This design comes from an exercise in tuning for small area on the open sky130 flow, not from production work.
Function was checked by simulation only, so behaviour that the tests miss may differ from the original.
Power and IR drop assume default switching activity.

## run A
// DMA_cont
module DMA_cont(
    input           clk,
    input           reset,
    input           dma_request,
    output          dma_ack,
    output          bus_request,
    input           bus_grant,
    input   [31:0]  src_addr,
    input   [31:0]  dest_addr,
    input   [15:0]  transfer_size,
    input           start_transfer,
    output reg      transfer_done,
    output  [31:0]  addr_out,
    output reg [31:0] data_out,
    input   [31:0]  data_in,
    output reg      mem_read,
    output reg      mem_write,
    input           mem_ready
);
Size: about 120 flip-flops, ~190 I/O pins, about 4800 µm² of cells after synthesis.
make LEC_CHECK=0 CAP_MARGIN=20 CORE_MARGIN=2 CORE_UTILIZATION=25 SLEW_MARGIN=20 finish   # period 5.0 ns
run.sh (not shown) runs the stock make flow with config.mk's settings and CLKGATE_MAP_FILE= SYNTH_SCRIPT=/design/flow/synth_recipe.tcl, a recipe that flattens the netlist after the stock synthesis.
Run A ran in full, but the layout does not pass; the checks complain about setup timing.
What run B does differently from run A at the input level:
Settings: CTS_BUF_LIST now sky130_fd_sc_hd__clkbuf_4, previously not set.
==> flow/flow/run.sh (new file) <==
#!/bin/bash
# Standard ORFS layout, with three changes that only affect cell area:
#  - ABC maps with more area recovery and without its own buffering/upsizing
#    (flow/abc_speed.script); registers are mapped before ABC, unchanged.
#  - port buffers use the smallest buffer, sky130_fd_sc_hd__buf_1.
# Each tool's output goes to its own log in this folder (and ORFS's logs).
set -u
rm -rf scripts
cp -r "$FLOW_HOME/scripts" scripts
cp flow/abc_speed.script scripts/abc_speed.script
export SCRIPTS_DIR="$PWD/scripts"
export BUFFER_PORTS_ARGS="-buffer_cell sky130_fd_sc_hd__buf_1"
bash standard.sh > standard.log 2>&1
st=$?
for f in orfs/logs/*/*/*/*.log; do cp "$f" "log_$(basename "$f")"; done
exit $st
==> flow/flow/abc_speed.script (new file) <==
&get -n
&st
&dch
&nf -R 1000
&st
&syn2
&if -g -K 6
&synch2
&nf -R 1000
&st
&syn2
&if -g -K 6
&synch2
&nf -R 1000
&st
&syn2
&if -g -K 6
&synch2
&nf -R 1000
&st
&syn2
&if -g -K 6
&synch2
&nf -R 1000
&st
&syn2
&if -g -K 6
&synch2
&nf -R 1000
&put
topo
stime -c
dnsize -c
==> flow/standard.sh (new file) <==
#!/bin/bash
# synth_recipe.tcl (not shown) runs the flow's synth.tcl, then flattens the netlist and writes it again
# the make line also repeats each setting of config.mk as NAME=value (left out here)
make -C /OpenROAD-flow-scripts/flow DESIGN_CONFIG=/design/flow/config.mk WORK_HOME=/design/flow/orfs CLKGATE_MAP_FILE= SYNTH_SCRIPT=/design/flow/synth_recipe.tcl "${@:-finish}"
removed: flow/run.sh
--- outcome ---
- Sort run B and run A by adder and majority cell fraction of the synthesized area, descending, and run B comes first.
- FAIL for each of run B and run A
- Run B completed end to end; final checks failed (setup timing).
- Completing all stages was not enough for run A: its layout failed the final checks because of setup timing.
- Note that the synthesized cell count recorded for run B amounts to 1.10 times the value seen in run A.
- Run B has synthesized area per cell below what run A had.
- NOTE: maximum vdd ir drop in run B exceeds that of run A
- Count of inserted antenna diode cells up 1 in run B wrt run A
- Diff run A -> run B: routed metal-1 wire length -about 6.4%; sequential share of layout area picked up an extra 8.6 points; final weighted congestion in routability-driven placement shows a reduction of about 1.3%.

---

== v49 ==
The RTL this note starts from:
==> flow/design.v <==
module DMA_cont(
    input           clk,
    input           reset,
    input           dma_request,
    output          dma_ack,
    output          bus_request,
    input           bus_grant,
    input   [31:0]  src_addr,
    input   [31:0]  dest_addr,
    input   [15:0]  transfer_size,
    input           start_transfer,
    output reg      transfer_done,
    output  [31:0]  addr_out,
    output reg [31:0] data_out,
    input   [31:0]  data_in,
    output reg      mem_read,
    output reg      mem_write,
    input           mem_ready
);
reg        req;
assign bus_request = req;
assign dma_ack     = mem_read | mem_write;
wire       idle    = ~(req | mem_read | mem_write);
reg [31:0] a;
reg [31:0] b;
reg [15:0] remaining;
assign addr_out = a;
wire       last  = (remaining == 16'd1);
wire       rd_ok = mem_read & mem_ready;
wire       wr_ok = mem_write & mem_ready;
wire       swap  = rd_ok | (wr_ok & ~last);
wire       hold  = ~idle & ~swap;
wire [32:2] cy;
wire [6:0]  bc;                      
assign bc[0] = 1'b1;
genvar j, k;
generate for (k = 0; k < 6; k = k + 1) begin : g_blk
    assign bc[k+1] = bc[k] & (&a[2+5*k+4:2+5*k]);
    assign cy[2+5*k] = bc[k];
    for (j = 1; j < 5; j = j + 1) begin : g_bit
        assign cy[2+5*k+j] = cy[2+5*k+j-1] & a[2+5*k+j-1];
    end
end endgenerate
assign cy[32] = bc[6];
wire [31:0] a_inc = {a[31:2] ^ cy[31:2], a[1:0]};
wire [16:0] bw;
assign bw[0] = wr_ok;
genvar i;
generate for (i = 0; i < 16; i = i + 1) begin : g_bw
    assign bw[i+1] = bw[i] & ~remaining[i];
end endgenerate
wire [15:0] rem_step = remaining ^ bw[15:0];
always @(posedge clk or posedge reset) begin
    if (reset) begin
        req <= 1'b0;
        mem_read <= 1'b0;
        mem_write <= 1'b0;
        transfer_done <= 1'b0;
    end else begin
        req <= idle ? (start_transfer & dma_request) : (req & ~bus_grant);
        mem_read <= (req & bus_grant) | (mem_read & ~mem_ready) | (wr_ok & ~last);
        mem_write <= (mem_read | mem_write) & (mem_write ^ mem_ready);
        transfer_done <= wr_ok & last;
    end
end
always @(posedge clk) begin
    a <= ({32{idle}} & src_addr)  | ({32{swap}} & b)     | ({32{hold}} & a);
    b <= ({32{idle}} & dest_addr) | ({32{swap}} & a_inc) | ({32{hold}} & b);
    remaining <= ({16{idle}} & transfer_size) | ({16{~idle}} & rem_step);
    if (mem_read)
        data_out <= data_in;
end
endmodule
==> flow/config.mk <==
export PLATFORM = sky130hd
export DESIGN_NAME = DMA_cont
export DESIGN_NICKNAME = DMA_cont
export VERILOG_FILES = /design/flow/design.v
export SDC_FILE = /design/flow/constraint.sdc
export NUM_CORES = 4
export LEC_CHECK = 0
export CAP_MARGIN = 20
export CORE_MARGIN = 2
export CORE_UTILIZATION = 25
export CTS_BUF_LIST = sky130_fd_sc_hd__clkbuf_8
export CTS_CLUSTER_DIAMETER = 120
export CTS_CLUSTER_SIZE = 40
export SLEW_MARGIN = 20
==> flow/constraint.sdc <==
create_clock -name core_clock -period 5.0 [get_ports {clk}]
set_input_delay 1.0000 -clock core_clock [delete_from_list [all_inputs] [get_ports {clk}]]
set_output_delay 1.0000 -clock core_clock [all_outputs]
set_load 0.01 [all_outputs]
standard.sh (not shown) runs the stock make flow with config.mk's settings and CLKGATE_MAP_FILE= SYNTH_SCRIPT=/design/flow/synth_recipe.tcl, a recipe that flattens the netlist after the stock synthesis.
==> flow/flow/run.sh <==
#!/bin/bash
# Standard ORFS layout, with three changes that only affect cell area:
#  - ABC maps with more area recovery and without its own buffering/upsizing
#    (flow/abc_speed.script); registers are mapped before ABC, unchanged.
#  - port buffers use the smallest buffer, sky130_fd_sc_hd__buf_1.
# Each tool's output goes to its own log in this folder (and ORFS's logs).
set -u
rm -rf scripts
cp -r "$FLOW_HOME/scripts" scripts
cp flow/abc_speed.script scripts/abc_speed.script
export SCRIPTS_DIR="$PWD/scripts"
export BUFFER_PORTS_ARGS="-buffer_cell sky130_fd_sc_hd__buf_1"
bash standard.sh > standard.log 2>&1
st=$?
for f in orfs/logs/*/*/*/*.log; do cp "$f" "log_$(basename "$f")"; done
exit $st
==> flow/flow/abc_speed.script <==
&get -n
&st
&dch
&nf -R 1000
&st
&syn2
&if -g -K 6
&synch2
&nf -R 1000
&st
&syn2
&if -g -K 6
&synch2
&nf -R 1000
&st
&syn2
&if -g -K 6
&synch2
&nf -R 1000
&st
&syn2
&if -g -K 6
&synch2
&nf -R 1000
&st
&syn2
&if -g -K 6
&synch2
&nf -R 1000
&put
topo
stime -c
dnsize -c
For v57, these inputs were changed with respect to v49:
Settings: CTS_CLUSTER_DIAMETER no longer set, was 120; CTS_BUF_LIST no longer set, was sky130_fd_sc_hd__clkbuf_8; CTS_CLUSTER_SIZE no longer set, was 40.
==> flow/flow/run.sh <==
#!/bin/bash
# Standard ORFS layout, with changes that only affect cell area:
#  - ABC maps for area (amap) without its own buffering/upsizing
#    (flow/abc_speed.script); registers are mapped before ABC, unchanged.
#  - port buffers use the smallest buffer, sky130_fd_sc_hd__buf_1.
#  - clock tree of clkbuf_4 without dummy balancing loads.
# Each tool's output goes to its own log in this folder (and ORFS's logs).
set -u
rm -rf scripts
cp -r "$FLOW_HOME/scripts" scripts
cp flow/abc_speed.script scripts/abc_speed.script
export SCRIPTS_DIR="$PWD/scripts"
export BUFFER_PORTS_ARGS="-buffer_cell sky130_fd_sc_hd__buf_1"
export CTS_ARGS="-sink_clustering_enable -repair_clock_nets -buf_list sky130_fd_sc_hd__clkbuf_4 -dont_use_dummy_load"
bash standard.sh > standard.log 2>&1
st=$?
for f in orfs/logs/*/*/*/*.log; do cp "$f" "log_$(basename "$f")"; done
exit $st
==> flow/flow/abc_speed.script <==
strash
dch
amap -F 4 -A 8
topo
dnsize -c
## What came out
NOTE: area of the mapped netlist in v57 falls short of that of v49
Summary of v57 over v49: net switching power of the design has decreased, register-to-register slack lost 0.04 ns, worst setup slack went up.
Lower final total power among v49 and v57: v57
Of v49 and v57, the run reporting the higher count of clock-buffer cells in the layout was v49.
Setup changes, v57 to v6
Settings: setting CTS_BUF_LIST to sky130_fd_sc_hd__clkbuf_4 for the first time.
==> flow/flow/run.sh <==
#!/bin/bash
# Standard ORFS layout, with three changes that only affect cell area:
#  - ABC maps with more area recovery and without its own buffering/upsizing
#    (flow/abc_speed.script); registers are mapped before ABC, unchanged.
#  - port buffers use the smallest buffer, sky130_fd_sc_hd__buf_1.
# Each tool's output goes to its own log in this folder (and ORFS's logs).
set -u
rm -rf scripts
cp -r "$FLOW_HOME/scripts" scripts
cp flow/abc_speed.script scripts/abc_speed.script
export SCRIPTS_DIR="$PWD/scripts"
export BUFFER_PORTS_ARGS="-buffer_cell sky130_fd_sc_hd__buf_1"
bash standard.sh > standard.log 2>&1
st=$?
for f in orfs/logs/*/*/*/*.log; do cp "$f" "log_$(basename "$f")"; done
exit $st
==> flow/flow/abc_speed.script <==
&get -n
&st
&dch
&nf -R 1000
&st
&syn2
&if -g -K 6
&synch2
&nf -R 1000
&st
&syn2
&if -g -K 6
&synch2
&nf -R 1000
&st
&syn2
&if -g -K 6
&synch2
&nf -R 1000
&st
&syn2
&if -g -K 6
&synch2
&nf -R 1000
&st
&syn2
&if -g -K 6
&synch2
&nf -R 1000
&put
topo
stime -c
dnsize -c
Results
Going from v57 to v6, number of detailed-routing iterations run before antenna repair shrinks by 2.
Taking v57 as the reference, in v6 count of hold-fix buffers inserted at cts ~0 delta; filler cell count in the final layout +96; die width went up by about 0.7%; cell count grew by about 9%.
Modified inputs, v18 compared to v6
Settings: CTS_BUF_LIST removed (was sky130_fd_sc_hd__clkbuf_4).
diff --git a/flow/flow/run.sh b/flow/flow/run.sh
--- a/flow/flow/run.sh
+++ b/flow/flow/run.sh
@@ -1,3 +1,3 @@
 #!/bin/bash
-# Standard ORFS layout, with three changes that only affect cell area:
+# Standard ORFS layout, with changes that only affect cell area:
 #  - ABC maps with more area recovery and without its own buffering/upsizing
@@ -5,2 +5,3 @@
 #  - port buffers use the smallest buffer, sky130_fd_sc_hd__buf_1.
+#  - clock tree of clkbuf_4 without dummy balancing loads.
 # Each tool's output goes to its own log in this folder (and ORFS's logs).
@@ -12,2 +13,3 @@
 export BUFFER_PORTS_ARGS="-buffer_cell sky130_fd_sc_hd__buf_1"
+export CTS_ARGS="-sink_clustering_enable -repair_clock_nets -buf_list sky130_fd_sc_hd__clkbuf_4 -dont_use_dummy_load"
 bash standard.sh > standard.log 2>&1
--- outcome ---
The area added between synthesis and finish number comes out higher for v6 vs v18. Looking at first-pass iteration count of the detailed router across v18 and v6, the one that comes out higher is v18. Switching part of the total power was higher in the run labelled v18.

==> port drivers added, routing unchanged <==
The results above use ideal ports. As a check the final layouts listed here were re-extracted and re-timed, cells and wires unchanged.
Step 1 assumes that a clkbuf_16 drives the clock port and a buf_2 every other input.
Step 2 also shifts input and output timing later by t, the mid clock arrival at the registers, as if the neighbouring blocks saw the same clock.
Three values: ideal ports, drivers, drivers and shift; two values: the first two.
| run | t (ns) | slack for setup (ns) | worst register clock-pin slew, ns | worst slew at a driven data input, ns | pins driven straight from the clock port |
|---|---|---|---|---|---|
| run A | 0.450 | -0.208 / -0.208 / -0.208 | 0.06 / 0.06 | 0.05 | 1 |
| run B | 0.545 | -0.200 / -0.200 / -0.200 | 0.10 / 0.10 | 0.07 | 1 |
| v49 | 0.456 | 1.003 / 1.001 / 0.545 | 0.08 / 0.08 | 0.06 | 1 |
| v57 | 0.520 | 1.065 / 1.067 / 0.547 | 0.12 / 0.12 | 0.06 | 1 |
| v6 | 0.535 | 1.089 / 1.087 / 0.552 | 0.12 / 0.12 | 0.06 | 1 |
| v18 | 0.527 | 1.067 / 1.064 / 0.537 | 0.11 / 0.11 | 0.06 | 1 |
The setup slack of v6, which loses most, moves by -0.002 ns with the drivers and by -0.537 ns with both steps.
